Context: an optimization exercise on an open-source flow, tuned for small area. The choices shown serve that exercise and are no tape-out recipe.
At most, simulation tests tie the RTL to the original design; equivalence was not proved.
The RTL of run 2 was laid out without a check of its function.
Power is estimated from default activity; no workload was simulated.

## flow/flow/run.sh

```bash
#!/bin/bash
# Own layout flow: the standard flow (standard.sh) with a smaller clock
# tree (sink clusters of up to 14 flip-flops under clkbuf_8 leaf buffers, no
# dummy loads) and minimum-size port buffers. Each tool's log stays under
# orfs/logs; standard.sh's own output goes to standard.log.
set -e
cat >> config.mk <<'EOC'
export CTS_ARGS = -sink_clustering_enable -repair_clock_nets -sink_clustering_size 14 -sink_clustering_max_diameter 50 -buf_list sky130_fd_sc_hd__clkbuf_8 -dont_use_dummy_load
export BUFFER_PORTS_ARGS = -buffer_cell sky130_fd_sc_hd__buf_1
EOC
bash standard.sh > standard.log 2>&1
```

## flow/standard.sh

```bash
#!/bin/bash
# synth_recipe.tcl (not shown) runs the flow's synth.tcl, then flattens the netlist and writes it again
# the make line also repeats each setting of config.mk as NAME=value (left out here)
make -C /OpenROAD-flow-scripts/flow DESIGN_CONFIG=/design/flow/config.mk WORK_HOME=/design/flow/orfs CLKGATE_MAP_FILE= SYNTH_SCRIPT=/design/flow/synth_recipe.tcl "${@:-finish}"
```

## flow/config.mk

```make
export PLATFORM = sky130hd
export DESIGN_NAME = usb_cdl
export DESIGN_NICKNAME = usb_cdl
export VERILOG_FILES = /design/flow/design.v
export SDC_FILE = /design/flow/constraint.sdc
export NUM_CORES = 4
export LEC_CHECK = 0
export CAP_MARGIN = 20
export CORE_MARGIN = 2
export CORE_UTILIZATION = 65
export CTS_BUF_LIST = sky130_fd_sc_hd__clkbuf_8
export CTS_CLUSTER_DIAMETER = 50
export CTS_CLUSTER_SIZE = 16
export SLEW_MARGIN = 20
export SYNTH_HIERARCHICAL = 1
export CTS_ARGS = -sink_clustering_enable -repair_clock_nets -sink_clustering_size 14 -sink_clustering_max_diameter 50 -buf_list sky130_fd_sc_hd__clkbuf_8 -dont_use_dummy_load
export BUFFER_PORTS_ARGS = -buffer_cell sky130_fd_sc_hd__buf_1
```

## flow/constraint.sdc

```tcl
create_clock -name core_clock -period 10.0 [get_ports {clk}]
set_input_delay 2.0000 -clock core_clock [delete_from_list [all_inputs] [get_ports {clk}]]
set_output_delay 2.0000 -clock core_clock [all_outputs]
set_load 0.01 [all_outputs]
```

## flow/design.v

```verilog
module usb_rx (
    input logic clk,
    input logic n_rst,
    input logic dplus_in,
    input logic dminus_in,
    input logic [6:0] buffer_occupancy,
    output logic [2:0] rx_packet,
    output logic rx_data_ready,
    output logic rx_transfer_active,
    output logic rx_error,
    output logic flush,
    output logic store_rx_packet_data,
    output logic [7:0] rx_packet_data
);
    localparam logic [3:0] S_IDLE = 4'd0,
                           S_SYNC_WAIT = 4'd14,
                           S_MATCH = 4'd6,
                           S_TOKEN = 4'd10,
                           S_MATCH_ERR = 4'd9,
                           S_HS = 4'd4,
                           S_DATA = 4'd12,
                           S_INOUT = 4'd7,
                           S_STORE = 4'd8,
                           S_DATA_WAIT = 4'd13,
                           S_EOP1 = 4'd3,
                           S_EOP2 = 4'd11,
                           S_PACK = 4'd15,
                           S_EOP_ERROR = 4'd1,
                           S_ERROR = 4'd2;
    logic dp_meta, dp_s, dm_meta, dm_s, dp_prev, dec_prev;
    logic [2:0] q1;
    logic [3:0] c2;
    logic [3:0] cc;
    logic [3:0] state, nxt_state;
    logic [2:0] nxt_pid;
    logic active, shift_en, byte_received, d_edge, eop, d_orig;
    logic addr_en, eop_en, address_comp, eop_1_comp, eop_comp;
    assign shift_en = q1 == 3'd4;
    assign byte_received = c2[3];
    assign d_edge = dp_prev & !dp_s;
    assign eop = !dm_s & !dp_s;
    assign d_orig = !(dp_s ^ dec_prev);
    assign address_comp = cc == 4'd15 && q1 == 3'd3;
    assign eop_1_comp = cc == 4'd8;
    assign eop_comp = cc == 4'd0;
    always_ff @(posedge clk, negedge n_rst) begin
        if (!n_rst) begin
            dp_meta <= 1'b1;
            dp_s <= 1'b1;
            dm_meta <= 1'b0;
            dm_s <= 1'b0;
            dp_prev <= 1'b0;
            dec_prev <= 1'b1;
            rx_packet_data <= 8'hff;
            q1 <= 3'd0;
            c2 <= 4'd0;
            cc <= 4'd0;
            state <= S_IDLE;
            rx_packet <= 3'd0;
        end else begin
            dp_meta <= dplus_in;
            dp_s <= dp_meta;
            dm_meta <= dminus_in;
            dm_s <= dm_meta;
            dp_prev <= dp_s;
            if (!active) dec_prev <= 1'b1;
            else if (shift_en) dec_prev <= dp_s;
            if (shift_en) rx_packet_data <= {rx_packet_data[6:0], d_orig};
            q1 <= active ? q1 + 3'd1 : 3'd0;
            if (!active) c2 <= 4'd0;
            else if (shift_en) c2 <= c2[3] ? 4'd1 : c2 + 4'd1;
            if (!active || (addr_en && address_comp)) cc <= 4'd0;
            else if ((addr_en && shift_en) || eop_en) cc <= cc + 4'd1;
            state <= nxt_state;
            rx_packet <= nxt_pid;
        end
    end
    always_comb begin
        nxt_state = state;
        nxt_pid = 3'd0;
        active = 1'b1;
        flush = 1'b0;
        rx_error = 1'b0;
        store_rx_packet_data = 1'b0;
        rx_data_ready = 1'b0;
        addr_en = 1'b0;
        eop_en = 1'b0;
        case (state)
            S_IDLE: begin
                active = 1'b0;
                if (d_edge) nxt_state = S_SYNC_WAIT;
            end
            S_SYNC_WAIT: begin
                flush = 1'b1;
                if (byte_received) nxt_state = S_MATCH;
                else if (eop) nxt_state = S_ERROR;
            end
            S_MATCH: begin
                if (rx_packet_data == 8'b00000001) nxt_state = S_TOKEN;
                else begin
                    rx_error = 1'b1;
                    nxt_state = S_MATCH_ERR;
                end
            end
            S_TOKEN: begin
                case (rx_packet_data)
                    8'b00011110: begin nxt_state = S_INOUT; nxt_pid = 3'b010; end
                    8'b10010110: begin nxt_state = S_INOUT; nxt_pid = 3'b001; end
                    8'b00111100: begin nxt_state = S_DATA; nxt_pid = 3'b011; end
                    8'b10110100: begin nxt_state = S_DATA; nxt_pid = 3'b100; end
                    8'b00101101: begin nxt_state = S_HS; nxt_pid = 3'b101; end
                    8'b10100101: begin nxt_state = S_HS; nxt_pid = 3'b111; end
                    8'b11100001: begin nxt_state = S_HS; nxt_pid = 3'b000; end
                    default: begin
                        if (eop && !byte_received) begin
                            rx_error = 1'b1;
                            nxt_state = S_ERROR;
                        end else if (eop) nxt_state = S_EOP1;
                    end
                endcase
            end
            S_MATCH_ERR: begin
                rx_error = 1'b1;
                if (eop) nxt_state = S_EOP1;
            end
            S_HS: nxt_state = S_EOP1;
            S_DATA: begin
                if (eop || buffer_occupancy == 7'd64) nxt_state = S_ERROR;
                else if (byte_received) nxt_state = S_STORE;
            end
            S_INOUT: begin
                addr_en = 1'b1;
                if (address_comp) nxt_state = S_EOP1;
                else if (eop) nxt_state = S_ERROR;
            end
            S_STORE: begin
                store_rx_packet_data = 1'b1;
                if (eop) nxt_state = S_EOP1;
                else if (buffer_occupancy == 7'd64) nxt_state = S_ERROR;
                else nxt_state = S_DATA_WAIT;
            end
            S_DATA_WAIT: begin
                if (byte_received) nxt_state = S_STORE;
                else if (eop) nxt_state = S_EOP1;
            end
            S_EOP1: begin
                eop_en = 1'b1;
                if (eop_1_comp) nxt_state = eop ? S_EOP2 : S_EOP_ERROR;
            end
            S_EOP2: begin
                eop_en = 1'b1;
                if (eop_comp && eop) nxt_state = S_PACK;
            end
            S_PACK: begin
                rx_data_ready = 1'b1;
                nxt_state = S_IDLE;
            end
            S_EOP_ERROR: begin
                active = 1'b0;
                rx_error = 1'b1;
                if (d_edge) nxt_state = S_MATCH;
            end
            S_ERROR: begin
                active = 1'b0;
                rx_error = 1'b1;
                flush = 1'b1;
                if (d_edge) nxt_state = S_MATCH;
            end
            default: ;
        endcase
    end
    assign rx_transfer_active = active;
endmodule
module usb_tx (
    input logic clk,
    input logic n_rst,
    input logic [2:0] tx_packet,
    input logic [7:0] tx_packet_data,
    input logic [6:0] buffer_occupancy,
    output logic tx_transfer_active,
    output logic tx_error,
    output logic get_tx_packet_data,
    output logic dplus_out,
    output logic dminus_out
);
    localparam logic [3:0] IDLE = 4'd0, SYNC = 4'd1, ID = 4'd2, DATA = 4'd3, CRC1 = 4'd4,
                           CRC2 = 4'd5, EOP1 = 4'd6, EOP2 = 4'd7, EEOP1 = 4'd8;
    localparam logic [1:0] T_IDLE = 2'd0, T_SHORT1 = 2'd1, T_SHORT2 = 2'd2, T_LONG = 2'd3;
    logic [3:0] state, next_state;
    logic [1:0] tstate;
    logic [3:0] c1, c2;
    logic en_reg, next_load_enable_reg, shift_encoder;
    logic [2:0] tx_packet_reg, tx_packet_sync;
    logic [7:0] sr, parallel_data;
    logic active, shift_strobe, packet_done, next_load_enable, load_enable, next_eop;
    logic occ0, next_d_plus;
    assign occ0 = buffer_occupancy == 7'd0;
    assign active = state != IDLE;
    assign tx_transfer_active = active;
    assign tx_error = state == EEOP1;
    assign next_eop = state == EOP1 || state == EOP2 || state == EEOP1;
    assign shift_strobe = c1[3] && (c1[0] == (tstate == T_LONG));
    assign packet_done = c2[3] && shift_strobe;
    assign next_load_enable = tx_packet == 3'd1 || tx_packet == 3'd2 || tx_packet == 3'd3 || tx_packet == 3'd4;
    assign load_enable = next_load_enable && !next_load_enable_reg && !active;
    assign tx_packet_sync = active ? tx_packet_reg : tx_packet;
    assign get_tx_packet_data = packet_done &&
        ((state == ID && tx_packet_sync == 3'd1) || (state == DATA && !occ0));
    assign next_d_plus = !active ? 1'b1 : (shift_encoder && !sr[0]) ? !dplus_out : dplus_out;
    always_ff @(posedge clk, negedge n_rst) begin
        if (!n_rst) begin
            state <= IDLE;
            tstate <= T_IDLE;
            c1 <= 4'd0;
            c2 <= 4'd0;
            en_reg <= 1'b0;
            next_load_enable_reg <= 1'b0;
            shift_encoder <= 1'b0;
            dplus_out <= 1'b1;
            dminus_out <= 1'b0;
        end else begin
            state <= next_state;
            en_reg <= active;
            next_load_enable_reg <= next_load_enable;
            shift_encoder <= shift_strobe || load_enable;
            if (!active) begin
                tstate <= T_IDLE;
                c1 <= 4'd0;
                c2 <= 4'd0;
            end else begin
                case (tstate)
                    T_IDLE: tstate <= T_SHORT1;
                    T_SHORT1: if (shift_strobe) tstate <= T_SHORT2;
                    T_SHORT2: if (shift_strobe) tstate <= T_LONG;
                    default: if (shift_strobe) tstate <= T_SHORT1;
                endcase
                c1 <= shift_strobe ? 4'd1 : c1 + 4'd1;
                if (shift_strobe || !en_reg) c2 <= c2[3] ? 4'd1 : c2 + 4'd1;
            end
            if (next_eop) begin
                dplus_out <= 1'b0;
                dminus_out <= 1'b0;
            end else begin
                dplus_out <= next_d_plus;
                dminus_out <= !next_d_plus;
            end
        end
    end
    always_ff @(posedge clk) begin
        tx_packet_reg <= tx_packet_sync;
        if (load_enable || packet_done) sr <= parallel_data;
        else if (shift_strobe) sr <= {1'b1, sr[7:1]};
    end
    always_comb begin
        next_state = state;
        case (state)
            IDLE: if (tx_packet != 3'd0) next_state = SYNC;
            SYNC: if (packet_done) next_state = ID;
            ID: if (packet_done) begin
                    if (tx_packet_sync == 3'd1) next_state = occ0 ? EEOP1 : DATA;
                    else next_state = EOP1;
                end
            DATA: if (packet_done && occ0) next_state = CRC1;
            CRC1: if (packet_done) next_state = CRC2;
            CRC2: if (packet_done) next_state = EOP1;
            EOP1: if (shift_strobe) next_state = EOP2;
            EOP2: if (shift_strobe) next_state = IDLE;
            EEOP1: if (shift_strobe) next_state = EOP2;
            default: ;
        endcase
    end
    always_comb begin
        parallel_data = 8'hff;
        case (state)
            IDLE: parallel_data = 8'b10000000;
            SYNC: case (tx_packet_sync)
                    3'd1: parallel_data = 8'b11000011;
                    3'd2: parallel_data = 8'b11010010;
                    3'd3: parallel_data = 8'b01011010;
                    3'd4: parallel_data = 8'b00011110;
                    default: ;
                endcase
            ID: parallel_data = tx_packet_data;
            DATA: parallel_data = occ0 ? 8'b10011111 : tx_packet_data;
            CRC1: parallel_data = 8'b00100010;
            default: ;
        endcase
    end
endmodule
module data_buffer (
    input logic clk,
    input logic n_rst,
    input logic get_rx_data,
    input logic store_tx_data,
    input logic [7:0] tx_data,
    input logic clear,
    input logic get_tx_packet_data,
    input logic [7:0] rx_packet_data,
    input logic store_rx_packet_data,
    input logic flush,
    output logic [6:0] buffer_occupancy,
    output logic [7:0] rx_data,
    output logic [7:0] tx_packet_data
);
logic [7:0] mem [0:62];
logic [5:0] w_addr, r_addr;
logic st, gt, occ64, occ0, wr_ok, rd_ok, w63, r63, w0, r0;
logic [5:0] wslot, rslot;
logic do_write, do_read_tx, do_read_rx, wr_any, rd_clr, fl;
logic [7:0] wd, rd;
logic [62:0] wsel, rsel;
assign st = store_rx_packet_data | store_tx_data;
assign gt = get_rx_data | get_tx_packet_data;
assign occ64 = buffer_occupancy[6];
assign occ0 = buffer_occupancy == 7'd0;
assign wr_ok = !occ64 && buffer_occupancy[5:0] != 6'd63;
assign rd_ok = buffer_occupancy[6:1] != 6'd0;
assign w63 = w_addr == 6'd63;
assign r63 = r_addr == 6'd63;
assign w0 = w_addr == 6'd0;
assign r0 = r_addr == 6'd0;
assign wslot = w63 ? 6'd0 : w_addr;
assign rslot = r63 ? 6'd0 : r_addr;
assign wr_any = st && wr_ok;
assign do_write = wr_any && (store_rx_packet_data || !w63 || !r0);
assign do_read_tx = !st && get_tx_packet_data && rd_ok && !(r63 && w0);
assign rd_clr = !st && get_tx_packet_data && rd_ok && r63 && w0;
assign do_read_rx = !st && !get_tx_packet_data && get_rx_data && rd_ok && (r_addr != w_addr);
assign fl = !st && !gt && (flush || clear);
assign wd = store_rx_packet_data ? rx_packet_data : tx_data;
always_ff @(posedge clk, negedge n_rst) begin
    if (!n_rst) begin
        buffer_occupancy <= 7'd0;
        w_addr <= 6'd0;
        r_addr <= 6'd0;
    end else begin
        if (st) begin
            if (!occ64) buffer_occupancy <= buffer_occupancy + 7'd1;
        end else if (gt) begin
            if (!occ0) buffer_occupancy <= buffer_occupancy - 7'd1;
        end else if (flush || clear) begin
            buffer_occupancy <= 7'd0;
        end
        if (fl) begin
            w_addr <= 6'd0;
            r_addr <= 6'd0;
            end else begin
            if (wr_any) w_addr <= do_write ? wslot + 6'd1 : 6'd0;
            if (do_read_tx || do_read_rx) r_addr <= rslot + 6'd1;
            else if (rd_clr) r_addr <= 6'd0;
        end
    end
end
fifo_dec wdec (.en(do_write), .a(w_addr), .sel(wsel));
fifo_dec rdec (.en(1'b1), .a(r_addr), .sel(rsel));
genvar s, b;
generate
    for (s = 0; s < 63; s = s + 1) begin : g_slot
        always_ff @(posedge clk) begin
            if (wsel[s]) mem[s] <= wd;
        end
    end
    for (b = 0; b < 8; b = b + 1) begin : g_bit
        logic [62:0] col;
        for (s = 0; s < 63; s = s + 1) begin : g_col
            assign col[s] = mem[s][b];
        end
        fifo_rdbit rb (.sel(rsel), .d(col), .y(rd[b]));
    end
endgenerate
assign tx_packet_data = do_read_tx ? rd : 8'd0;
assign rx_data = do_read_rx ? rd : 8'd0;
endmodule
module fifo_dec (
    input logic en,
    input logic [5:0] a,
    output logic [62:0] sel
);
logic [7:0] hi_n, lo_n;
fifo_predec ph (.en(en), .a(a[5:3]), .y_n(hi_n));
fifo_predec pl (.en(1'b1), .a(a[2:0]), .y_n(lo_n));
always_comb begin
    for (int k = 0; k < 63; k++) sel[k] = !(hi_n[k / 8] | lo_n[k % 8]);
    sel[0] = !((hi_n[0] | lo_n[0]) & (hi_n[7] | lo_n[7]));
end
endmodule
module fifo_predec (
    input logic en,
    input logic [2:0] a,
    output logic [7:0] y_n
);
always_comb
    for (int k = 0; k < 8; k++) y_n[k] = !(en && a == k);
endmodule
module fifo_rdbit (
    input logic [62:0] sel,
    input logic [62:0] d,
    output logic y
);
logic [20:0] part_n;
genvar g;
generate
    for (g = 0; g < 21; g = g + 1) begin : g_aoi
        fifo_aoi3 u (.a(sel[3 * g +: 3]), .b(d[3 * g +: 3]), .y(part_n[g]));
    end
endgenerate
assign y = !(&part_n);
endmodule
module fifo_aoi3 (
    input logic [2:0] a,
    input logic [2:0] b,
    output logic y
);
assign y = !((a[0] & b[0]) | (a[1] & b[1]) | (a[2] & b[2]));
endmodule
module ahb_lite_slave_cdl (
    input logic clk,
    input logic n_rst,
    input logic [2:0] rx_packet,
    input logic rx_data_ready,
    input logic rx_transfer_active,
    input logic rx_error,
    input logic [6:0] buffer_occupancy,
    input logic tx_transfer_active,
    input logic tx_error,
    input logic [7:0] rx_data,
    output logic get_rx_data,
    output logic store_tx_data,
    output logic [7:0] tx_data,
    output logic clear,
    output logic [2:0] tx_packet,
    output logic d_mode,
    input logic hsel,
    input logic [7:0] haddr,
    input logic [1:0] hsize,
    input logic [1:0] htrans,
    input logic [2:0] hburst,
    input logic hwrite,
    input logic [31:0] hwdata,
    output logic [31:0] hrdata,
    output logic hresp,
    output logic hready
);
    localparam logic [3:0] IDLE = 4'd0, LOAD2 = 4'd1, LOAD3 = 4'd2, LOAD4 = 4'd3, DONE = 4'd4,
                           HOLD = 4'd5, STORE1 = 4'd6, STORE2 = 4'd7, STORE3 = 4'd8, STORE4 = 4'd9;
    logic write;
    logic [3:0] addr;
    logic [1:0] size;
    logic [31:0] db, db1;
    logic [3:0] state, nstate;
    logic [31:0] n_hrdata;
    logic [3:0] db_we;       
    logic [3:0] db1_we;      
    logic n_clear, tp_we;
    logic a_lo, a0, a1, a2, a3, rd, rd_start;
    assign a_lo = haddr[7:2] == 6'd0;
    assign a0 = a_lo && haddr[1:0] == 2'd0;
    assign a1 = a_lo && haddr[1:0] == 2'd1;
    assign a2 = a_lo && haddr[1:0] == 2'd2;
    assign a3 = a_lo && haddr[1:0] == 2'd3;
    assign rd = hsel && !hwrite;
    assign rd_start = rd && htrans == 2'd2 && a_lo && hsize != 2'd3;
    assign hresp = (hwrite && (haddr == 8'd4 || haddr == 8'd5 || haddr == 8'd6 || haddr == 8'd7 || haddr == 8'd8)) ||
                   haddr == 8'd9 || haddr == 8'd10 || haddr == 8'd11 || haddr > 8'd13;
    assign d_mode = tx_transfer_active;
    always_ff @(posedge clk, negedge n_rst) begin
        if (!n_rst) begin
            hrdata <= 32'd0;
            write <= 1'b0;
            size <= 2'd0;
            db <= 32'd0;
            state <= IDLE;
            tx_packet <= 3'd0;
            clear <= 1'b0;
            db1 <= 32'd0;
        end else begin
            hrdata <= n_hrdata;
            if (a0 && htrans == 2'd2) size <= hsize;
            write <= hwrite;
            for (int k = 0; k < 4; k++) begin
                if (db_we[k]) db[8 * k +: 8] <= rx_data;
                if (db1_we[k]) db1[8 * k +: 8] <= hwdata[8 * k +: 8];
            end
            state <= nstate;
            if (tp_we) tx_packet <= hwdata[2:0];
            else if (tx_transfer_active) tx_packet <= 3'd0;
            clear <= n_clear;
        end
    end
    always_ff @(posedge clk) addr <= haddr[3:0];
    logic wr_go;
    assign wr_go = write && hsel && addr[3:2] == 2'b00 && size != 2'd3;
    always_comb begin
        nstate = state;
        hready = 1'b1;
        get_rx_data = 1'b0;
        store_tx_data = 1'b0;
        db_we = 4'd0;
        tx_data = 8'd0;
        case (state)
            IDLE: begin
                if (rd_start) begin
                    hready = 1'b0;
                    get_rx_data = 1'b1;
                    case (hsize)
                        2'd0: begin
                            nstate = DONE;
                            db_we[haddr[1:0]] = 1'b1;
                        end
                        2'd1: begin
                            nstate = haddr[1] ? LOAD4 : LOAD2;
                            db_we = haddr[1] ? 4'b0100 : 4'b0001;
                        end
                        default: begin
                            nstate = LOAD2;
                            db_we = 4'b0001;
                        end
                    endcase
                end
                if (wr_go) begin
                    case (size)
                        2'd0: case (addr[1:0])
                                2'd0: nstate = STORE1;
                                2'd1: nstate = STORE2;
                                2'd2: nstate = STORE3;
                                default: nstate = STORE4;
                            endcase
                        2'd1: nstate = addr[1] ? STORE3 : STORE1;
                        default: nstate = STORE1;
                    endcase
                end
            end
            LOAD2: begin
                hready = 1'b0;
                get_rx_data = 1'b1;
                db_we = 4'b0010;
                nstate = size == 2'd2 ? LOAD3 : DONE;
            end
            LOAD3: begin
                hready = 1'b0;
                get_rx_data = 1'b1;
                db_we = 4'b0100;
                nstate = LOAD4;
            end
            LOAD4: begin
                hready = 1'b0;
                get_rx_data = 1'b1;
                db_we = 4'b1000;
                nstate = DONE;
            end
            DONE: nstate = HOLD;
            HOLD: nstate = IDLE;
            STORE1: begin
                hready = 1'b0;
                store_tx_data = 1'b1;
                tx_data = db1[7:0];
                nstate = (size == 2'd1 || size == 2'd2) ? STORE2 : IDLE;
            end
            STORE2: begin
                hready = 1'b0;
                store_tx_data = 1'b1;
                tx_data = db1[15:8];
                nstate = size == 2'd2 ? STORE3 : IDLE;
            end
            STORE3: begin
                hready = 1'b0;
                store_tx_data = 1'b1;
                tx_data = db1[23:16];
                nstate = (size == 2'd1 || size == 2'd2) ? STORE4 : IDLE;
            end
            STORE4: begin
                hready = 1'b0;
                store_tx_data = 1'b1;
                tx_data = db1[31:24];
                nstate = IDLE;
            end
            default: ;
        endcase
    end
    logic wdp;
    assign wdp = hsel && write;
    always_comb begin
        db1_we = 4'd0;
        n_clear = 1'b0;
        tp_we = 1'b0;
        if (wdp && size != 2'd3) begin
            if (addr[3:2] == 2'b00) begin
                case (size)
                    2'd0: db1_we[addr[1:0]] = 1'b1;
                    2'd1: db1_we = addr[1] ? 4'b1100 : 4'b0011;
                    default: db1_we = 4'b1111;
                endcase
            end
            if (addr == 4'd12) tp_we = hwdata <= 32'd4;
            if (addr == 4'd13) n_clear = hwdata[0];
        end
    end
    logic [4:0] pid_bits;
    assign pid_bits = {rx_packet == 3'b111, rx_packet == 3'b110, rx_packet == 3'b010, rx_packet == 3'b001, rx_data_ready};
    always_comb begin
        n_hrdata = hrdata;
        if (rd) begin
            case (hsize)
                2'd0: begin
                    if (a0) n_hrdata[7:0] = db[7:0];
                    if (a1) n_hrdata[15:8] = db[15:8];
                    if (a2) n_hrdata[23:16] = db[23:16];
                    if (a3) n_hrdata[31:24] = db[31:24];
                    case (haddr)
                        8'd4: begin
                            n_hrdata[0] = rx_data_ready;
                            n_hrdata[4:1] = hrdata[4:1] | pid_bits[4:1];
                        end
                        8'd5: n_hrdata[9:8] = {tx_transfer_active, rx_transfer_active};
                        8'd6: n_hrdata[0] = rx_error;
                        8'd7: n_hrdata[8] = tx_error;
                        8'd8: n_hrdata = {25'd0, buffer_occupancy};
                        8'd12: n_hrdata = {29'd0, tx_packet};
                        8'd13: n_hrdata = {31'd0, clear};
                        default: ;
                    endcase
                end
                2'd1: begin
                    if (a0 || a1) n_hrdata[15:0] = db[15:0];
                    if (a2 || a3) n_hrdata[31:16] = db[31:16];
                    case (haddr)
                        8'd4, 8'd5: begin
                            n_hrdata[0] = rx_data_ready;
                            n_hrdata[4:1] = hrdata[4:1] | pid_bits[4:1];
                            n_hrdata[9:8] = {tx_transfer_active, rx_transfer_active};
                        end
                        8'd6, 8'd7: n_hrdata = {23'd0, tx_error, 7'd0, rx_error};
                        8'd8: n_hrdata = {25'd0, buffer_occupancy};
                        8'd12, 8'd13: n_hrdata = {23'd0, clear, 5'd0, tx_packet};
                        default: ;
                    endcase
                end
                2'd2: begin
                    if (a_lo) n_hrdata = db;
                    case (haddr)
                        8'd4, 8'd5, 8'd6, 8'd7:
                            n_hrdata = {7'd0, tx_error, 7'd0, rx_error,
                                        6'd0, tx_transfer_active, rx_transfer_active, 3'd0, pid_bits};
                        8'd8: n_hrdata = {25'd0, buffer_occupancy};
                        8'd12, 8'd13: n_hrdata = {23'd0, clear, 5'd0, tx_packet};
                        default: ;
                    endcase
                end
                default: ;
            endcase
        end
    end
endmodule
module usb_cdl(
    input logic clk,
    input logic n_rst,
    input logic hsel,
    input logic [7:0] haddr,
    input logic [1:0] hsize,
    input logic [1:0] htrans,
    input logic [2:0] hburst,
    input logic hwrite,
    input logic [31:0] hwdata,
    output logic [31:0] hrdata,
    output logic hresp,
    output logic hready,
    input logic dplus_in,
    input logic dminus_in,
    output logic dplus_out,
    output logic dminus_out,
    output logic d_mode
);
    logic [2:0] rx_packet;
    logic rx_data_ready, rx_transfer_active, rx_error, flush, store_rx_packet_data;
    logic [2:0] tx_packet;
    logic tx_data_ready, tx_transfer_active, tx_error, get_tx_packet_data;
    logic get_rx_data, store_rx_data, get_tx_data, store_tx_data, clear;
    logic [6:0] buffer_occupancy;
    logic [7:0] rx_data, tx_data, tx_packet_data, rx_packet_data;
    ahb_lite_slave_cdl DUT1(
		.clk(clk), .n_rst(n_rst),
        .rx_packet(rx_packet),
        .rx_data_ready(rx_data_ready),
        .rx_transfer_active(rx_transfer_active),
        .rx_error(rx_error),
        .buffer_occupancy(buffer_occupancy),
        .tx_transfer_active(tx_transfer_active),
        .tx_error(tx_error),
        .rx_data(rx_data),
        .get_rx_data(get_rx_data),
        .store_tx_data(store_tx_data),
        .tx_data(tx_data),
        .clear(clear),
        .tx_packet(tx_packet),
        .d_mode(d_mode),
        .hsel(hsel),
        .haddr(haddr),
        .hsize(hsize),
        .htrans(htrans),
        .hburst(hburst),
        .hwrite(hwrite),
        .hwdata(hwdata),
        .hrdata(hrdata),
        .hresp(hresp),
        .hready(hready)
    );
    usb_rx DUT2 (
		.clk(clk), .n_rst(n_rst),
        .dplus_in(dplus_in),
        .dminus_in(dminus_in),
        .buffer_occupancy(buffer_occupancy),
        .rx_packet(rx_packet),
        .rx_data_ready(rx_data_ready),
        .rx_transfer_active(rx_transfer_active),
        .rx_error(rx_error),
        .flush(flush),
        .store_rx_packet_data(store_rx_packet_data),
        .rx_packet_data(rx_packet_data)
    );
    usb_tx DUT3 (
		.clk(clk), .n_rst(n_rst),
        .tx_packet(tx_packet),
        .tx_packet_data(tx_packet_data),
        .buffer_occupancy(buffer_occupancy),
        .tx_transfer_active(tx_transfer_active),
        .tx_error(tx_error),
        .get_tx_packet_data(get_tx_packet_data),
        .dplus_out(dplus_out),
        .dminus_out(dminus_out)
    );
    data_buffer DUT4 (
		.clk(clk), .n_rst(n_rst),
        .buffer_occupancy(buffer_occupancy),
        .rx_data(rx_data),
        .get_rx_data(get_rx_data),
        .store_tx_data(store_tx_data),
        .tx_data(tx_data),
        .clear(clear),
        .tx_packet_data(tx_packet_data),
        .get_tx_packet_data(get_tx_packet_data),
        .rx_packet_data(rx_packet_data),
        .store_rx_packet_data(store_rx_packet_data),
        .flush(flush)
    );
endmodule
```

==> results by group, run 1 <==
Run status
  • Status: no timing/DRC/antenna violations

Synth
  • EDFF count, synth: 512
  • Share of Yosys cell area claimed by the top area cell type: 51.7%
  • Syn avg cell area: 14.0 um2
  • Asr flop ratio synth: 25.4%
  • Netlist cell types: about 110
  • Most used DFF post-synth: edfxtp_1
  • Synth Instances: 2,127
  • Post-Syn Area: a little under 30,000 um2
  • Synth Register Bits: 696
  • Synth warnings: 13
  • Largest area contributor in the netlist: edfxtp_1
  • Register area share after synthesis: about two thirds
  • Leading post-synthesis cells by cell area: edfxtp_1 (52%), dfrtp_1 (14%), a222oi_1 (5.7%)

Timing
  • Hold Vio Cnt, Final: 0
  • Worst-margin pin slew: 1.03 ns
  • Setup TNS: 0 ns
  • Final Critical Period: 5.94 ns
  • Slew HR: a little under a third
  • Final count of negative-setup-slack endpoints: 0
  • RSZ-0062 raised after global routing: false
  • Number of max-slew violations in the final report: 0
  • Tcrit/Tclk final: 59.4%
  • Hold Slack: 0.366 ns
  • Fmax: about 0.17 GHz
  • Clk_skew: 0.109 ns

Finish
  • N_diodes: 0
  • Final layout net count: 2,310
  • Largest register FFs: 504
  • Area Growth Syn to Fin: 5.85%
  • Area of the multi-input gates: 9240 um2
  • Filler Cell Count: ~3,100
  • FF/Latch Area: 20,000 um2
  • Most flop-heavy register: DUT4.mem
  • Layout cells sized above 1: 10.9%

Global route
  • Total track usage: a little over 30%
  • Largest net degree at the start of global routing: 69
  • First-pass GRT wire length: 112,000 um
  • GR Overflow Total: 0
  • Vias in the first global route: between 15,000 and 20,000
  • Initial antenna violation count: 0

Critical path
  • Critical Path AT: 3.94 ns
  • Largest stage delay, worst path: ~0.65 ns
  • Reg-to-reg slack, setup: 5.35 ns
  • R2r endpoint: DUT3.sr[0]
  • R2R depth: 10
  • Crit path buffers/inverters: 2
  • Worst Setup End Kind: output pin
  • CP Data Required Time: 8.00 ns
  • Crit-path leading delay family: simple AND/OR/NAND/NOR gates
  • CP max FO: 13
  • Crit Reg-Reg Startpoint: DUT4.r_addr[1]
  • Critical path class: input port to output pin
  • Crit-path slowest cell: or4_4
  • Setup crit start kind: input port
  • Crit-path cells: buf_1, or4_4, nor4_4, nor3_1, nor2_1, nor2_1, buf_1

Placed design
  • Port Buf Inserts: 86
  • HPWL Detailed: 48,400 um
  • Gp weighted congestion: 0.954

Clock network
  • CTS clock-pin slew for the worst setup and hold paths: 0.09 ns
  • CTS HTree Levels: 2
  • Root Buffer: clkbuf_8
  • CTS tree: done
  • Total CTS buffers: 61
  • Post-CTS Setup Inserts: 0
  • CTS resizes: 0
  • Hold Buf Count CTS: 0
  • Clock buffer depth: 3
  • Clock latency on the worst-skew pair: 0.74 ns
  • Clock Sinks: 696

Power
  • Gate power share: 21.7%
  • Net Switching: about 2.0 mW
  • Pwr Density: slightly above 200 nW/um2
  • VDD IR max: 0.155 mV
  • Sequential share of power: a little under three fifths
  • Clock share of power: 22.0%
  • Leakage: around 11 nW
  • Sw Ratio: 31.5%
  • Internal Power: ~4.4 mW

Flow run
  • Max-cap violations: 0

Floorplanning
  • # IOs: 90
  • Die height: ~220 um
  • Die ar.: 47,500 um2
  • Initial core utilization: 65.7%
  • CORE AREA: approximately 45,000 um2
  • Rows: just under 80
  • Die width: 218 um

Min path
  • Hold depth: 0
  • Worst hold start: DUT2.dp_meta
  • Min-Delay Endpoint: DUT2.dp_s
  • Hold Path Class: register to register

Drt
  • Wire length per cell: 26.1 um
  • Detail Route Antenna Nets: 0
  • Total wire length: ~74,000 um
  • Via density: a little under 7
  • Drt first-iter violations: around 3,000
  • First drt pass iteration count: 7
  • Vias after detailed routing: 19,681
  • Drt drc: 0
==> worst max-delay path by stage <==
stage / cells past startpoint / end / slack (ns) / startpoint
2_1_floorplan: 5 / hready / 4.70 / haddr[6]
3_3_place_gp: 7 / hready / 4.12 / haddr[6]
3_5_place_dp: 7 / hready / 4.11 / haddr[6]
4_1_cts: 7 / hready / 4.10 / haddr[6]
5_1_grt: 7 / hready / 3.91 / haddr[6]
6_report: 7 / hready / 4.06 / haddr[6]
==> worst register-to-register path, delay by kind of cell (launching register included) <==
| family | cells | cell delay [ns] |
|---|---|---|
| compound gates | 3 | 0.87 |
| flops | 1 | 0.63 |
| simple gates | 7 | 2.83 |
==> cells in the mapped netlist, types with 13 or more instances <==
cell and n:
inv_1 54, nor2b_1 19, ha_1 27, and2_1 28
nand2b_1 18, nand3_1 32, nor3_1 25, o21ai_0 52
a222oi_1 168, edfxtp_1 512, a21oi_1 54, mux2_2 91
a31oi_1 15, nand4_1 48, buf_2 39, nor4_1 23
nand4b_1 13, dfrtp_1 165, nand2_1 134, clkbuf_1 32
nor2_1 222, o22ai_1 15, mux2i_1 46
==> power groups by stage <==
stage / registers, mW / clock network (mW) / logic, mW
floorplan: 3.57 / 0 / 0.985
global placement: 3.66 / 0 / 1.33
detailed placement: 3.67 / 0 / 1.37
CTS: 3.60 / 1.43 / 1.37
global route: 3.63 / 1.51 / 1.51
finish: 3.61 / 1.41 / 1.39
==> Yosys stat by module (local to each module, per instance), excerpt <==
module	area, um2	flip-flops and latches	cells inside	copies in the design
fifo_dec	345	0	80	2
fifo_rdbit	47.5	0	9	8
usb_tx	1870	30	195	1
data_buffer	16800	523	692	1
ahb_lite_slave_cdl	5990	111	581	1
fifo_aoi3	10.0	0	1	168
fifo_predec	76.3	0	8	4
==> area by class of cell <==
cell class,count,area share (%)
Sequential cell,696,63.4
Multi-Input combinational cell,1308,29.4
Clock buffer,61,2.67
Tap cell,600,2.38
Timing Repair Buffer,107,1.54
Inverter,56,0.668
==> through the flow <==
stage	total power [mW]	cell area, um2	std cells	utilization (%)	worst slack, ns
final	6.41	31500	2828	69.5	4.06
after floorplan	4.55	29800	2148	-	4.70
after detailed placement	5.04	30600	2767	67.7	4.11
after CTS	6.40	31500	2828	69.5	4.10
after global routing	6.66	31500	2828	69.5	3.91
after global placement	4.99	30600	2767	67.7	4.12
==> per-layer routing <==
metal | part of all wire, % | vias up | track usage, %
li1 | - | 8638 | -
met1 | 39 | 9751 | 41.8
met2 | 48 | 1088 | 50.4
met3 | 8.5 | 204 | 4.59
met4 | 5.1 | 0 | 15.4
met5 | 0 | - | 0
==> placed cells by master, fill, tap and decap left out, drive strengths merged, types with 7 or more instances in the layout <==
master / n
a222oi: 168
nor3: 27
or2: 10
xnor2: 8
nand4bb: 13
nand3: 33
dfxtp: 7
a22o: 8
buf: 106
conb: 24
o22ai: 17
nor4: 27
mux2: 92
nand4: 48
nand2b: 19
or4: 7
mux2i: 46
nand4b: 13
nor3b: 12
and3: 8
inv: 56
a221oi: 10
a31oi: 17
or4b: 7
o211ai: 8
nor2b: 19
ha: 27
dfrtp: 165
dfstp: 12
clkbuf: 62
nor2: 223
nand3b: 11
xor2: 11
o31ai: 10
a21oi: 55
and2: 29
o21ai: 61
nand2: 134
edfxtp: 512
==> logic make-up after synthesis <==
group	after synthesis	share of synthesized area (%)
adder cells (fa/ha/maj)	27	1.14
other	3	0.0379
multiplexers	138	5.03
AND/OR/NAND/NOR	657	11.6
XOR/XNOR	19	0.559
flip-flops	696	67.1
AO/OA/AOI/OAI	443	12.4
buffers and inverters	144	2.17
==> inputs of run 2 (changes only) <==
--- a/flow/design.v
+++ b/flow/design.v
@@ -595,61 +595,95 @@
             if (addr == 4'd13) n_clear = hwdata[0];
         end
     end
+    logic s0, s1, s2, a4, a5, a6, a7, a8, a12, a13;
+    logic [3:0] ld_db;
+    logic f_occ, f_tp0, f_clr0, f_tpc, f_err1, f_st2, full;
+    logic p0_4, p0_5, p0_6, p0_7, p1_45;
+    logic [31:0] fv, n_simple;
     logic [4:0] pid_bits;
     assign pid_bits = {rx_packet == 3'b111, rx_packet == 3'b110, rx_packet == 3'b010, rx_packet == 3'b001, rx_data_ready};
+    assign s0 = rd && hsize == 2'd0;
+    assign s1 = rd && hsize == 2'd1;
+    assign s2 = rd && hsize == 2'd2;
+    assign a4 = haddr == 8'd4;
+    assign a5 = haddr == 8'd5;
+    assign a6 = haddr == 8'd6;
+    assign a7 = haddr == 8'd7;
+    assign a8 = haddr == 8'd8;
+    assign a12 = haddr == 8'd12;
+    assign a13 = haddr == 8'd13;
+    assign ld_db[0] = (s0 && a0) || (s1 && (a0 || a1)) || (s2 && a_lo);
+    assign ld_db[1] = (s0 && a1) || (s1 && (a0 || a1)) || (s2 && a_lo);
+    assign ld_db[2] = (s0 && a2) || (s1 && (a2 || a3)) || (s2 && a_lo);
+    assign ld_db[3] = (s0 && a3) || (s1 && (a2 || a3)) || (s2 && a_lo);
+    assign f_occ = (s0 || s1 || s2) && a8;
+    assign f_tp0 = s0 && a12;
+    assign f_clr0 = s0 && a13;
+    assign f_tpc = (s1 || s2) && (a12 || a13);
+    assign f_err1 = s1 && (a6 || a7);
+    assign f_st2 = s2 && (a4 || a5 || a6 || a7);
+    assign full = f_occ || f_tp0 || f_clr0 || f_tpc || f_err1 || f_st2;
+    assign p0_4 = s0 && a4;
+    assign p0_5 = s0 && a5;
+    assign p0_6 = s0 && a6;
+    assign p0_7 = s0 && a7;
+    assign p1_45 = s1 && (a4 || a5);
     always_comb begin
-        n_hrdata = hrdata;
-        if (rd) begin
-            case (hsize)
-                2'd0: begin
-                    if (a0) n_hrdata[7:0] = db[7:0];
-                    if (a1) n_hrdata[15:8] = db[15:8];
-                    if (a2) n_hrdata[23:16] = db[23:16];
-                    if (a3) n_hrdata[31:24] = db[31:24];
-                    case (haddr)
-                        8'd4: begin
-                            n_hrdata[0] = rx_data_ready;
-                            n_hrdata[4:1] = hrdata[4:1] | pid_bits[4:1];
-                        end
-                        8'd5: n_hrdata[9:8] = {tx_transfer_active, rx_transfer_active};
-                        8'd6: n_hrdata[0] = rx_error;
-                        8'd7: n_hrdata[8] = tx_error;
-                        8'd8: n_hrdata = {25'd0, buffer_occupancy};
-                        8'd12: n_hrdata = {29'd0, tx_packet};
-                        8'd13: n_hrdata = {31'd0, clear};
-                        default: ;
-                    endcase
-                end
-                2'd1: begin
-                    if (a0 || a1) n_hrdata[15:0] = db[15:0];
-                    if (a2 || a3) n_hrdata[31:16] = db[31:16];
-                    case (haddr)
-                        8'd4, 8'd5: begin
-                            n_hrdata[0] = rx_data_ready;
-                            n_hrdata[4:1] = hrdata[4:1] | pid_bits[4:1];
-                            n_hrdata[9:8] = {tx_transfer_active, rx_transfer_active};
-                        end
-                        8'd6, 8'd7: n_hrdata = {23'd0, tx_error, 7'd0, rx_error};
-                        8'd8: n_hrdata = {25'd0, buffer_occupancy};
-                        8'd12, 8'd13: n_hrdata = {23'd0, clear, 5'd0, tx_packet};
-                        default: ;
-                    endcase
-                end
-                2'd2: begin
-                    if (a_lo) n_hrdata = db;
-                    case (haddr)
-                        8'd4, 8'd5, 8'd6, 8'd7:
-                            n_hrdata = {7'd0, tx_error, 7'd0, rx_error,
-                                        6'd0, tx_transfer_active, rx_transfer_active, 3'd0, pid_bits};
-                        8'd8: n_hrdata = {25'd0, buffer_occupancy};
-                        8'd12, 8'd13: n_hrdata = {23'd0, clear, 5'd0, tx_packet};
-                        default: ;
-                    endcase
-                end
-                default: ;
-            endcase
+        fv = 32'd0;
+        if (f_occ) fv[6:0] = buffer_occupancy;
+        if (f_tp0 || f_tpc) fv[2:0] = tx_packet;
+        if (f_clr0) fv[0] = clear;
+        if (f_tpc) fv[8] = clear;
+        if (f_err1 || f_st2) begin
+            fv[0] = f_err1 ? rx_error : pid_bits[0];
+            fv[8] = f_err1 ? tx_error : rx_transfer_active;
+        end
+        if (f_st2) begin
+            fv[4:1] = pid_bits[4:1];
+            fv[9] = tx_transfer_active;
+            fv[16] = rx_error;
+            fv[24] = tx_error;
         end
     end
+    genvar b;
+    generate
+        for (b = 0; b < 32; b = b + 1) begin : g_hr
+            if (b <= 6 || b == 8 || b == 9 || b == 16 || b == 24) begin : g_v
+                ahb_hr_bit u (.ld(ld_db[b / 8]), .d(db[b]), .full(full), .fv(fv[b]), .hold(hrdata[b]), .y(n_simple[b]));
+            end else begin : g_z
+                ahb_hr_bitz u (.ld(ld_db[b / 8]), .d(db[b]), .full_n(!full), .hold(hrdata[b]), .y(n_simple[b]));
+            end
+        end
+    endgenerate
+    always_comb begin
+        n_hrdata = n_simple;
+        if (p0_4 || p1_45) begin
+            n_hrdata[0] = rx_data_ready;
+            n_hrdata[4:1] = hrdata[4:1] | pid_bits[4:1];
+        end
+        if (p0_5 || p1_45) n_hrdata[9:8] = {tx_transfer_active, rx_transfer_active};
+        if (p0_6) n_hrdata[0] = rx_error;
+        if (p0_7) n_hrdata[8] = tx_error;
+    end
+endmodule
+module ahb_hr_bit (
+    input logic ld,
+    input logic d,
+    input logic full,
+    input logic fv,
+    input logic hold,
+    output logic y
+);
+    assign y = ld ? d : full ? fv : hold;
+endmodule
+module ahb_hr_bitz (
+    input logic ld,
+    input logic d,
+    input logic full_n,
+    input logic hold,
+    output logic y
+);
+    assign y = ld ? d : hold & full_n;
 endmodule
 module usb_cdl(
     input logic clk,
==> results by group, run 2 <==
Drt
  • First drt pass iteration count: 8 (+1)
  • Drt first-iter violations: 2,885 (-4.0%)
  • Total wire length: 70,900 um (-4.0%)
  • Detail Route Antenna Nets: 0 (unchanged)
  • Wire length per cell: 25.7 um (-1.5%)
  • Drt drc: 0 (unchanged)
  • Vias after detailed routing: 18,999 (-3.5%)
  • Via density: 6.89 (-0.98%)

Floorplanning
  • Die ar.: 46,900 um2 (-1.1%)
  • # IOs: 90 (unchanged)
  • CORE AREA: 44,400 um2 (-1.9%)
  • Die width: 217 um (-0.58%)
  • Rows: 77 (-1.3%)
  • Die height: 217 um (-0.58%)
  • Initial core utilization: 66.2% (+0.50 points)

Clock network
  • Root Buffer: clkbuf_8
  • CTS clock-pin slew for the worst setup and hold paths: 0.08 ns (about the same)
  • Clock Sinks: 696 (unchanged)
  • Hold Buf Count CTS: 0 (unchanged)
  • Clock latency on the worst-skew pair: 0.72 ns (-0.02 ns)
  • CTS HTree Levels: 2 (unchanged)
  • CTS tree: done
  • Post-CTS Setup Inserts: 0 (unchanged)
  • Clock buffer depth: 3 (unchanged)
  • CTS resizes: 0 (unchanged)
  • Total CTS buffers: 59 (-3.3%)

Critical path
  • Worst Setup End Kind: output pin
  • Critical Path AT: 3.84 ns (-0.10 ns)
  • CP Data Required Time: 8.00 ns (about the same)
  • R2r endpoint: DUT4.mem[3][3]
  • Critical path class: input port to output pin
  • Crit Reg-Reg Startpoint: DUT2.state[3]
  • CP max FO: 7 (-6)
  • Reg-to-reg slack, setup: 5.12 ns (-0.23 ns)
  • R2R depth: 8 (-2)
  • Setup crit start kind: input port

Global route
  • Vias in the first global route: 18,345 (-3.1%)
  • First-pass GRT wire length: 108,000 um (-3.2%)
  • Initial antenna violation count: 1 (+1)
  • GR Overflow Total: 0 (unchanged)
  • Largest net degree at the start of global routing: 83 (+20%)
  • Most Used Layer, Global Route: met2
  • M1 GR Usage: 41.9% (+0.12 points)
  • GR Util met3: 5.15% (+0.56 points)
  • Total track usage: 30.4% (-0.76 points)
  • Met2 Use GR: 48.9% (-1.5 points)

Finish
  • Most flop-heavy register: DUT4.mem
  • Largest register FFs: 504 (unchanged)
  • Post-route cell area: 31,100 um2 (-1.3%)
  • Most frequent cells in the layout: edfxtp_1 (512), nor2_1 (215), a222oi_1 (168)
  • Final layout net count: 2,241 (-3.0%)
  • Commonest non-fill, non-tap cell in the layout: edfxtp_1
  • Filler Cell Count: 3,115 (-0.99%)
  • Area Growth Syn to Fin: 5.66%
  • Layout cells sized above 1: 10.8% (-0.14 points)

Power
  • VDD IR max: 0.174 mV (+12%)
  • Total power: 5.97 mW (-6.9%)
  • Leakage: 11.1 nW (+0.57%)
  • Pwr Density: 192 nW/um2 (-5.7%)

Min path
  • Worst hold start: DUT2.dm_meta
  • Hold depth: 0 (unchanged)
  • Hold Path Class: register to register
  • Min-Delay Endpoint: DUT2.dm_s

Timing
  • Final count of negative-setup-slack endpoints: 0 (unchanged)
  • Fmax: 0.171 GHz (+1.6%)
  • Slew HR: 28.3% (-2.7 points)
  • Tcrit/Tclk final: 58.4% (-0.95 points)
  • Final Critical Period: 5.84 ns (-0.0953 ns)
  • Hold Vio Cnt, Final: 0 (unchanged)
  • Setup TNS: 0 ns (unchanged)
  • RSZ-0062 raised after global routing: false
  • Number of max-slew violations in the final report: 0 (unchanged)
  • Clk_skew: 0.0788 ns (-0.0300 ns)
  • Worst-margin pin slew: 1.08 ns (+0.0456 ns)

Synth
  • Share of Yosys cell area claimed by the top area cell type: 52.3% (+0.61 points)
  • Synth warnings: 13 (unchanged)
  • Most used DFF post-synth: edfxtp_1
  • Asr flop ratio synth: 25.4% (unchanged)
  • Synth Register Bits: 696 (unchanged)
  • Netlist cell types: 115 (+5.5%)
  • Syn avg cell area: 14.2 um2 (+1.8%)
  • Leading cell types by count after synthesis: edfxtp_1 (512), nor2_1 (216), a222oi_1 (168), dfrtp_1 (165), nand2_1 (146)
  • Post-Syn Area: 29,400 um2 (-1.2%)
  • Synth Instances: 2,065 (-2.9%)
  • Top-count cell post-synth: edfxtp_1
  • EDFF count, synth: 512 (unchanged)
  • Leading post-synthesis cells by cell area: edfxtp_1 (52%), dfrtp_1 (14%), a222oi_1 (5.7%)
  • Register area share after synthesis: 67.9% (+0.79 points)
  • Largest area contributor in the netlist: edfxtp_1

Flow run
  • Max-cap violations: 0 (unchanged)

Placed design
  • Gp weighted congestion: 0.917 (-3.8%)
  • Placed cell areas: 30,200 um2 (-1.4%)
  • HPWL Detailed: 46,000 um (-5.1%)
  • Port Buf Inserts: 86 (unchanged)

Run status
  • Status: no timing/DRC/antenna violations
==> run 2: changes by cell type after synthesis, moves of 7 or more <==
| cell | previous run | this run |
|---|---|---|
| clkbuf_1 | 32 | 20 |
| a22oi_1 | 5 | 22 |
| mux2_2 | 91 | 80 |
| a21oi_1 | 54 | 42 |
| o22ai_1 | 15 | 7 |
| o21ai_1 | 9 | 36 |
| nor3_1 | 25 | 14 |
| inv_1 | 54 | 32 |
| nand2_1 | 134 | 146 |
| nand3_1 | 32 | 24 |
| nor4_1 | 23 | 30 |
| mux2_1 | 1 | 16 |
| mux2i_1 | 46 | 17 |
==> run 2: area by class of cell <==
cell class	count	area (um2)	share of cell area [%]
sequential	696	20000	64.3
inverter	33	124	0.399
multi-input combinational	1276	8990	28.9
timing repair buffer	100	435	1.40
clock buffer	59	812	2.61
antenna	1	2.50	0.00806
tap	592	741	2.38
==> run 2: through the flow <==
stage               util, %  worst slack [ns]  hold slack (ns)  instances
floorplan                 -              4.62            0.331       2086
global placement       68.0              4.23            0.336       2696
detailed placement     68.0              4.20            0.340       2696
CTS                    69.9              4.20            0.359       2755
global route           69.9              4.14            0.367       2757
finish                 69.9              4.16            0.356       2757
==> run 2: worst max-delay path, cell delays in order <==
cell and delay, ns:
buf_1 0.15, or4b_4 0.59, or4_4 0.61, a21oi_1 0.16, a21oi_1 0.16, buf_1 0.17
==> run 2: worst max-delay path by stage <==
stage                     slack (ns)  endpoint      start  depth (start not counted)
after CTS                       4.20    hready   haddr[2]                          6
after floorplan                 4.62    hready  htrans[0]                          4
final                           4.16    hready   haddr[2]                          6
after global placement          4.23    hready   haddr[2]                          6
after global routing            4.14    hready   haddr[2]                          6
after detailed placement        4.20    hready   haddr[2]                          6
==> run 2: report_power, final <==
| group | switching (mW) | total, mW | leakage, nW | internal (mW) |
|---|---|---|---|---|
| Sequential | 0.213 | 3.49 | 7.59 | 3.28 |
| Clock | 0.863 | 1.39 | 0.424 | 0.524 |
| Combinational | 0.683 | 1.09 | 3.12 | 0.410 |
| Total | 1.76 | 5.97 | 11.1 | 4.21 |
==> run 2: cell families (layout without fill, tap and decap cells) <==
kind of cell | after synthesis | after routing | share of synthesized area [%]
AO/OA/AOI/OAI | 439 | 439 | 12.4
XOR/XNOR | 19 | 19 | 0.592
adder cells (fa/ha/maj) | 22 | 22 | 0.936
buffers and inverters | 114 | 192 | 1.87
flip-flops | 696 | 696 | 67.9
multiplexers | 114 | 114 | 4.31
other | 3 | 25 | 0.0383
AND/OR/NAND/NOR | 658 | 658 | 12.0
==> run 2: layer usage <==
metal | routed length, um | vias up | part of all wire [%]
met1 | 28000 | 9365 | 40
met5 | 0 | - | 0
met4 | 2980 | 0 | 4.2
met3 | 6520 | 167 | 9.2
met2 | 33300 | 1021 | 47
li1 | - | 8446 | -
==> run 2: modules after synthesis, one instance, submodules excluded, excerpt <==
module              copies in the design  cell area, um2
fifo_predec                            4            76.3
usb_rx                                 1            2080
usb_tx                                 1            1870
ahb_hr_bit                            11            18.8
data_buffer                            1           16800
fifo_dec                               2             345
ahb_hr_bitz                           21            12.5
fifo_aoi3                            168            10.0
fifo_rdbit                             8            47.5
ahb_lite_slave_cdl                     1            5100
==> inputs of run 3 (changes only) <==
--- a/flow/design.v
+++ b/flow/design.v
@@ -29,20 +29,19 @@
                            S_ERROR = 4'd2;
     logic dp_meta, dp_s, dm_meta, dm_s, dp_prev, dec_prev;
     logic [2:0] q1;
-    logic [3:0] c2;
-    logic [3:0] cc;
+    logic [3:0] cnt;
     logic [3:0] state, nxt_state;
     logic [2:0] nxt_pid;
     logic active, shift_en, byte_received, d_edge, eop, d_orig;
     logic addr_en, eop_en, address_comp, eop_1_comp, eop_comp;
     assign shift_en = q1 == 3'd4;
-    assign byte_received = c2[3];
+    assign byte_received = cnt[3];
     assign d_edge = dp_prev & !dp_s;
     assign eop = !dm_s & !dp_s;
     assign d_orig = !(dp_s ^ dec_prev);
-    assign address_comp = cc == 4'd15 && q1 == 3'd3;
-    assign eop_1_comp = cc == 4'd8;
-    assign eop_comp = cc == 4'd0;
+    assign address_comp = cnt == 4'd15 && q1 == 3'd3;
+    assign eop_1_comp = cnt == 4'd8;
+    assign eop_comp = cnt == 4'd0;
     always_ff @(posedge clk, negedge n_rst) begin
         if (!n_rst) begin
             dp_meta <= 1'b1;
@@ -53,8 +52,7 @@
             dec_prev <= 1'b1;
             rx_packet_data <= 8'hff;
             q1 <= 3'd0;
-            c2 <= 4'd0;
-            cc <= 4'd0;
+            cnt <= 4'd0;
             state <= S_IDLE;
             rx_packet <= 3'd0;
         end else begin
@@ -67,10 +65,12 @@
             else if (shift_en) dec_prev <= dp_s;
             if (shift_en) rx_packet_data <= {rx_packet_data[6:0], d_orig};
             q1 <= active ? q1 + 3'd1 : 3'd0;
-            if (!active) c2 <= 4'd0;
-            else if (shift_en) c2 <= c2[3] ? 4'd1 : c2 + 4'd1;
-            if (!active || (addr_en && address_comp)) cc <= 4'd0;
-            else if ((addr_en && shift_en) || eop_en) cc <= cc + 4'd1;
+            if (!active || (nxt_state == S_INOUT && !addr_en) || (nxt_state == S_EOP1 && state != S_EOP1))
+                cnt <= 4'd0;
+            else if (addr_en) begin
+                if (shift_en) cnt <= cnt + 4'd1;
+            end else if (eop_en) cnt <= cnt + 4'd1;
+            else if (shift_en) cnt <= cnt[3] ? 4'd1 : cnt + 4'd1;
             state <= nxt_state;
             rx_packet <= nxt_pid;
         end
@@ -185,11 +185,11 @@
 );
     localparam logic [3:0] IDLE = 4'd0, SYNC = 4'd1, ID = 4'd2, DATA = 4'd3, CRC1 = 4'd4,
                            CRC2 = 4'd5, EOP1 = 4'd6, EOP2 = 4'd7, EEOP1 = 4'd8;
-    localparam logic [1:0] T_IDLE = 2'd0, T_SHORT1 = 2'd1, T_SHORT2 = 2'd2, T_LONG = 2'd3;
+    localparam logic [1:0] T_SHORT1 = 2'd0, T_SHORT2 = 2'd1, T_LONG = 2'd2;
     logic [3:0] state, next_state;
     logic [1:0] tstate;
     logic [3:0] c1, c2;
-    logic en_reg, next_load_enable_reg, shift_encoder;
+    logic next_load_enable_reg, shift_encoder;
     logic [2:0] tx_packet_reg, tx_packet_sync;
     logic [7:0] sr, parallel_data;
     logic active, shift_strobe, packet_done, next_load_enable, load_enable, next_eop;
@@ -210,32 +210,31 @@
     always_ff @(posedge clk, negedge n_rst) begin
         if (!n_rst) begin
             state <= IDLE;
-            tstate <= T_IDLE;
+            tstate <= T_SHORT1;
             c1 <= 4'd0;
             c2 <= 4'd0;
-            en_reg <= 1'b0;
             next_load_enable_reg <= 1'b0;
             shift_encoder <= 1'b0;
             dplus_out <= 1'b1;
             dminus_out <= 1'b0;
         end else begin
             state <= next_state;
-            en_reg <= active;
             next_load_enable_reg <= next_load_enable;
             shift_encoder <= shift_strobe || load_enable;
             if (!active) begin
-                tstate <= T_IDLE;
+                tstate <= T_SHORT1;
                 c1 <= 4'd0;
                 c2 <= 4'd0;
             end else begin
-                case (tstate)
-                    T_IDLE: tstate <= T_SHORT1;
-                    T_SHORT1: if (shift_strobe) tstate <= T_SHORT2;
-                    T_SHORT2: if (shift_strobe) tstate <= T_LONG;
-                    default: if (shift_strobe) tstate <= T_SHORT1;
-                endcase
+                if (shift_strobe) begin
+                    case (tstate)
+                        T_SHORT1: tstate <= T_SHORT2;
+                        T_SHORT2: tstate <= T_LONG;
+                        default: tstate <= T_SHORT1;
+                    endcase
+                end
                 c1 <= shift_strobe ? 4'd1 : c1 + 4'd1;
-                if (shift_strobe || !en_reg) c2 <= c2[3] ? 4'd1 : c2 + 4'd1;
+                if (shift_strobe || c1 == 4'd0) c2 <= c2[3] ? 4'd1 : c2 + 4'd1;
             end
             if (next_eop) begin
                 dplus_out <= 1'b0;
@@ -351,8 +350,13 @@
         end
     end
 end
-fifo_dec wdec (.en(do_write), .a(w_addr), .sel(wsel));
-fifo_dec rdec (.en(1'b1), .a(r_addr), .sel(rsel));
+logic [7:0] whi_n, wlo_n, rhi_n, rlo_n;
+fifo_predec_en pwh (.en(do_write), .a(w_addr[5:3]), .y_n(whi_n));
+fifo_predec pwl (.a(w_addr[2:0]), .y_n(wlo_n));
+fifo_predec prh (.a(r_addr[5:3]), .y_n(rhi_n));
+fifo_predec prl (.a(r_addr[2:0]), .y_n(rlo_n));
+fifo_sel wdec (.hi_n(whi_n), .lo_n(wlo_n), .sel(wsel));
+fifo_sel rdec (.hi_n(rhi_n), .lo_n(rlo_n), .sel(rsel));
 genvar s, b;
 generate
     for (s = 0; s < 63; s = s + 1) begin : g_slot
@@ -371,20 +375,24 @@
 assign tx_packet_data = do_read_tx ? rd : 8'd0;
 assign rx_data = do_read_rx ? rd : 8'd0;
 endmodule
-module fifo_dec (
-    input logic en,
-    input logic [5:0] a,
+module fifo_sel (
+    input logic [7:0] hi_n,
+    input logic [7:0] lo_n,
     output logic [62:0] sel
 );
-logic [7:0] hi_n, lo_n;
-fifo_predec ph (.en(en), .a(a[5:3]), .y_n(hi_n));
-fifo_predec pl (.en(1'b1), .a(a[2:0]), .y_n(lo_n));
 always_comb begin
     for (int k = 0; k < 63; k++) sel[k] = !(hi_n[k / 8] | lo_n[k % 8]);
     sel[0] = !((hi_n[0] | lo_n[0]) & (hi_n[7] | lo_n[7]));
 end
 endmodule
 module fifo_predec (
+    input logic [2:0] a,
+    output logic [7:0] y_n
+);
+always_comb
+    for (int k = 0; k < 8; k++) y_n[k] = a != k;
+endmodule
+module fifo_predec_en (
     input logic en,
     input logic [2:0] a,
     output logic [7:0] y_n
==> results by group, run 3 <==
Synth
  • Top-count cell post-synth: edfxtp_1
  • Leading post-synthesis cells by cell area: edfxtp_1 (53%), dfrtp_1 (14%), a222oi_1 (5.8%)
  • Most used DFF post-synth: edfxtp_1
  • Register area share after synthesis: 68.3% (+0.39 points)
  • EDFF count, synth: 512 (unchanged)
  • Synth warnings: 14 (+1)
  • Post-Syn Area: 29,000 um2 (-1.2%)
  • Netlist cell types: 116 (+0.87%)
  • Leading cell types by count after synthesis: edfxtp_1 (512), nor2_1 (202), a222oi_1 (168), dfrtp_1 (160), nand2_1 (151)
  • Share of Yosys cell area claimed by the top area cell type: 52.9% (+0.63 points)
  • Synth Instances: 2,032 (-1.6%)
  • Largest area contributor in the netlist: edfxtp_1
  • Synth Register Bits: 691 (-0.72%)
  • Syn avg cell area: 14.3 um2 (+0.41%)
  • Asr flop ratio synth: 24.9% (-0.54 points)

Critical path
  • CP max FO: 7 (unchanged)
  • Critical path class: input port to output pin
  • Critical Path AT: 3.78 ns (-0.06 ns)
  • Setup crit start kind: input port
  • Worst Setup End Kind: output pin
  • CP Data Required Time: 8.00 ns (about the same)

Timing
  • Hold Vio Cnt, Final: 0 (unchanged)
  • Final count of negative-setup-slack endpoints: 0 (unchanged)
  • Fin worst setup slack: 4.22 ns (+0.0590 ns)
  • Setup TNS: 0 ns (unchanged)
  • Tcrit/Tclk final: 57.8% (-0.59 points)
  • RSZ-0062 raised after global routing: false
  • Slew HR: 34.6% (+6.4 points)
  • Worst-margin pin slew: 0.967 ns (-0.109 ns)
  • Fmax: 0.173 GHz (+1.0%)
  • Clk_skew: 0.106 ns (+0.0271 ns)
  • Final Critical Period: 5.78 ns (-0.0590 ns)
  • Hold Slack: 0.355 ns (-0.00118 ns)
  • Number of max-slew violations in the final report: 0 (unchanged)

Finish
  • Most flop-heavy register: DUT4.mem
  • N_diodes: 0 (-1)
  • Layout cells sized above 1: 10.6% (-0.13 points)
  • Filler Cell Count: 3,108 (-0.22%)
  • Commonest non-fill, non-tap cell in the layout: edfxtp_1
  • Area Growth Syn to Fin: 5.54%
  • Largest register FFs: 504 (unchanged)
  • Most frequent cells in the layout: edfxtp_1 (512), nor2_1 (201), a222oi_1 (168)
  • Final layout net count: 2,189 (-2.3%)

Power
  • Total power: 6.07 mW (+1.8%)
  • Pwr Density: 198 nW/um2 (+3.1%)
  • VDD IR max: 0.147 mV (-16%)
  • Leakage: 10.1 nW (-9.5%)

Clock network
  • CTS HTree Levels: 2 (unchanged)
  • Post-CTS Setup Inserts: 0 (unchanged)
  • CTS tree: done
  • Root Buffer: clkbuf_8
  • Clock latency on the worst-skew pair: 0.73 ns (about the same)
  • Clock buffer depth: 3 (unchanged)
  • Hold Buf Count CTS: 0 (unchanged)
  • Clock Sinks: 691 (-0.72%)
  • CTS clock-pin slew for the worst setup and hold paths: 0.08 ns (about the same)
  • Total CTS buffers: 60 (+1.7%)
  • CTS resizes: 0 (unchanged)

Min path
  • Hold Path Class: register to register

Flow run
  • Max-cap violations: 0 (unchanged)

Global route
  • Largest net degree at the start of global routing: 72 (-13%)
  • Total track usage: 30.3% (-0.091 points)
  • First-pass GRT wire length: 107,000 um (-0.89%)
  • Vias in the first global route: 18,148 (-1.1%)
  • Initial antenna violation count: 0 (-1)
  • GR Overflow Total: 0 (unchanged)

Placed design
  • Gp weighted congestion: 0.881 (-3.9%)
  • HPWL Detailed: 45,500 um (-0.95%)
  • Pre-CTS setup slack: 4.21 ns (+0.00820 ns)
  • Port Buf Inserts: 86 (unchanged)

Drt
  • Wire length per cell: 25.9 um (+0.71%)
  • Total wire length: 70,100 um (-1.1%)
  • Drt drc: 0 (unchanged)
  • First drt pass iteration count: 9 (+1)
  • Via density: 6.90 (+0.15%)
  • Detail Route Antenna Nets: 0 (unchanged)
  • Vias after detailed routing: 18,689 (-1.6%)
  • Drt first-iter violations: 2,680 (-7.1%)

Floorplanning
  • Die width: 215 um (-0.59%)
  • # IOs: 90 (unchanged)
  • CORE AREA: 44,100 um2 (-0.65%)
  • Initial core utilization: 65.8% (-0.36 points)
  • Rows: 77 (unchanged)
  • Die ar.: 46,400 um2 (-1.2%)
  • Die height: 215 um (-0.59%)

Run status
  • Status: no timing/DRC/antenna violations
==> run 3: power breakdown <==
| part | switching [mW] | leakage [nW] | internal (mW) |
|---|---|---|---|
| Combinational | 0.806 | 3.14 | 0.432 |
| Sequential | 0.187 | 6.51 | 3.26 |
| Clock | 0.856 | 0.431 | 0.531 |
| Total | 1.85 | 10.1 | 4.23 |
==> run 3: path summary, 6_finish.rpt <==
kind,to,cells past startpoint,start,slack (ns)
max in group asynchronous,DUT4.w_addr[0],3,n_rst,6.56
min,DUT2.dm_s,0,DUT2.dm_meta,0.35
max,hready,6,haddr[2],4.22
max reg2reg,DUT4.mem[14][4],8,DUT1.state[3],5.49
min reg2reg,DUT2.dm_s,0,DUT2.dm_meta,0.35
min in group asynchronous,DUT1.db1[9],1,n_rst,1.47
==> run 3: cells by family (layout without fill, tap and decap cells) <==
logic type                 count (synthesis)  in the layout  synth area share, %
AOI/OAI and AO/OA                        436            436                 12.7
adders and majority gates                 18             18                0.775
muxes                                    110            110                 4.22
xor gates and xnor gates                  17             17                0.513
DFF                                      691            691                 68.3
buffers and inverters                    113            197                 1.84
and+or+nand+nor                          647            647                 11.6
==> run 3: metal layers <==
metal	share of wire, %	routed length (um)	track usage, %
met1	40	27900	42.3
met2	48	33500	49.1
met3	8.6	6000	4.57
met4	3.8	2680	11.3
met5	0	0	0
==> run 3: cell type report <==
| type | instances | area, um2 | share of cell area [%] |
|---|---|---|---|
| Tap cell | 592 | 741 | 2.42 |
| Clock buffer | 60 | 826 | 2.69 |
| Inverter | 37 | 139 | 0.453 |
| Timing Repair Buffer | 100 | 429 | 1.40 |
| Multi-Input combinational cell | 1228 | 8690 | 28.3 |
| Sequential cell | 691 | 19800 | 64.7 |
==> run 3: per-stage QoR <==
stage	util (%)	instance area, um2	std cells
2_1_floorplan	-	29000	2032
3_3_place_gp	67.6	29800	2646
3_5_place_dp	67.6	29800	2646
4_1_cts	69.4	30600	2706
5_1_grt	69.5	30700	2708
6_report	69.5	30700	2708
==> run 3: modules after synthesis, one instance, submodules excluded, excerpt <==
module | flops+latches | cell area, um2
ahb_hr_bitz | 0 | 12.5
data_buffer | 523 | 16800
fifo_aoi3 | 0 | 10.0
fifo_predec | 0 | 60.1
fifo_predec_en | 0 | 76.3
fifo_rdbit | 0 | 47.5
==> run 3: worst max-delay path: stages <==
cell and delay (ns):
buf_1 0.15, or4b_4 0.58, or4_4 0.60, a21oi_1 0.18, a21oi_1 0.12, buf_1 0.14

==> port drivers added, routing unchanged <==
How much do the figures lean on ideal ports? The routed layouts below were timed once more, with nothing changed but the port constraints. Step 1: set_driving_cell puts a clkbuf_16 on clk and a buf_2 on each other input, an assumption about the parent block. Step 2 also shifts input and output timing later by t, the mid clock arrival at the registers, as if the neighbouring blocks saw the same clock. a / b / c = ideal / step 1 / step 2; a / b = the first two.
run	t (ns)	slack for setup (ns)	worst setup path after step 2	worst register clock-pin slew, ns	worst data-port slew with drivers (ns)
run 1	0.738	4.062 / 4.042 / 4.042	input to output	0.09 / 0.09	0.03
run 2	0.735	4.157 / 4.137 / 4.137	input to output	0.09 / 0.09	0.09
run 3	0.736	4.216 / 4.195 / 4.195	input to output	0.09 / 0.09	0.04
After both steps setup and hold are still met in every run listed. The setup slack of run 3, which loses most, moves by -0.021 ns with the drivers and by -0.021 ns with both steps.
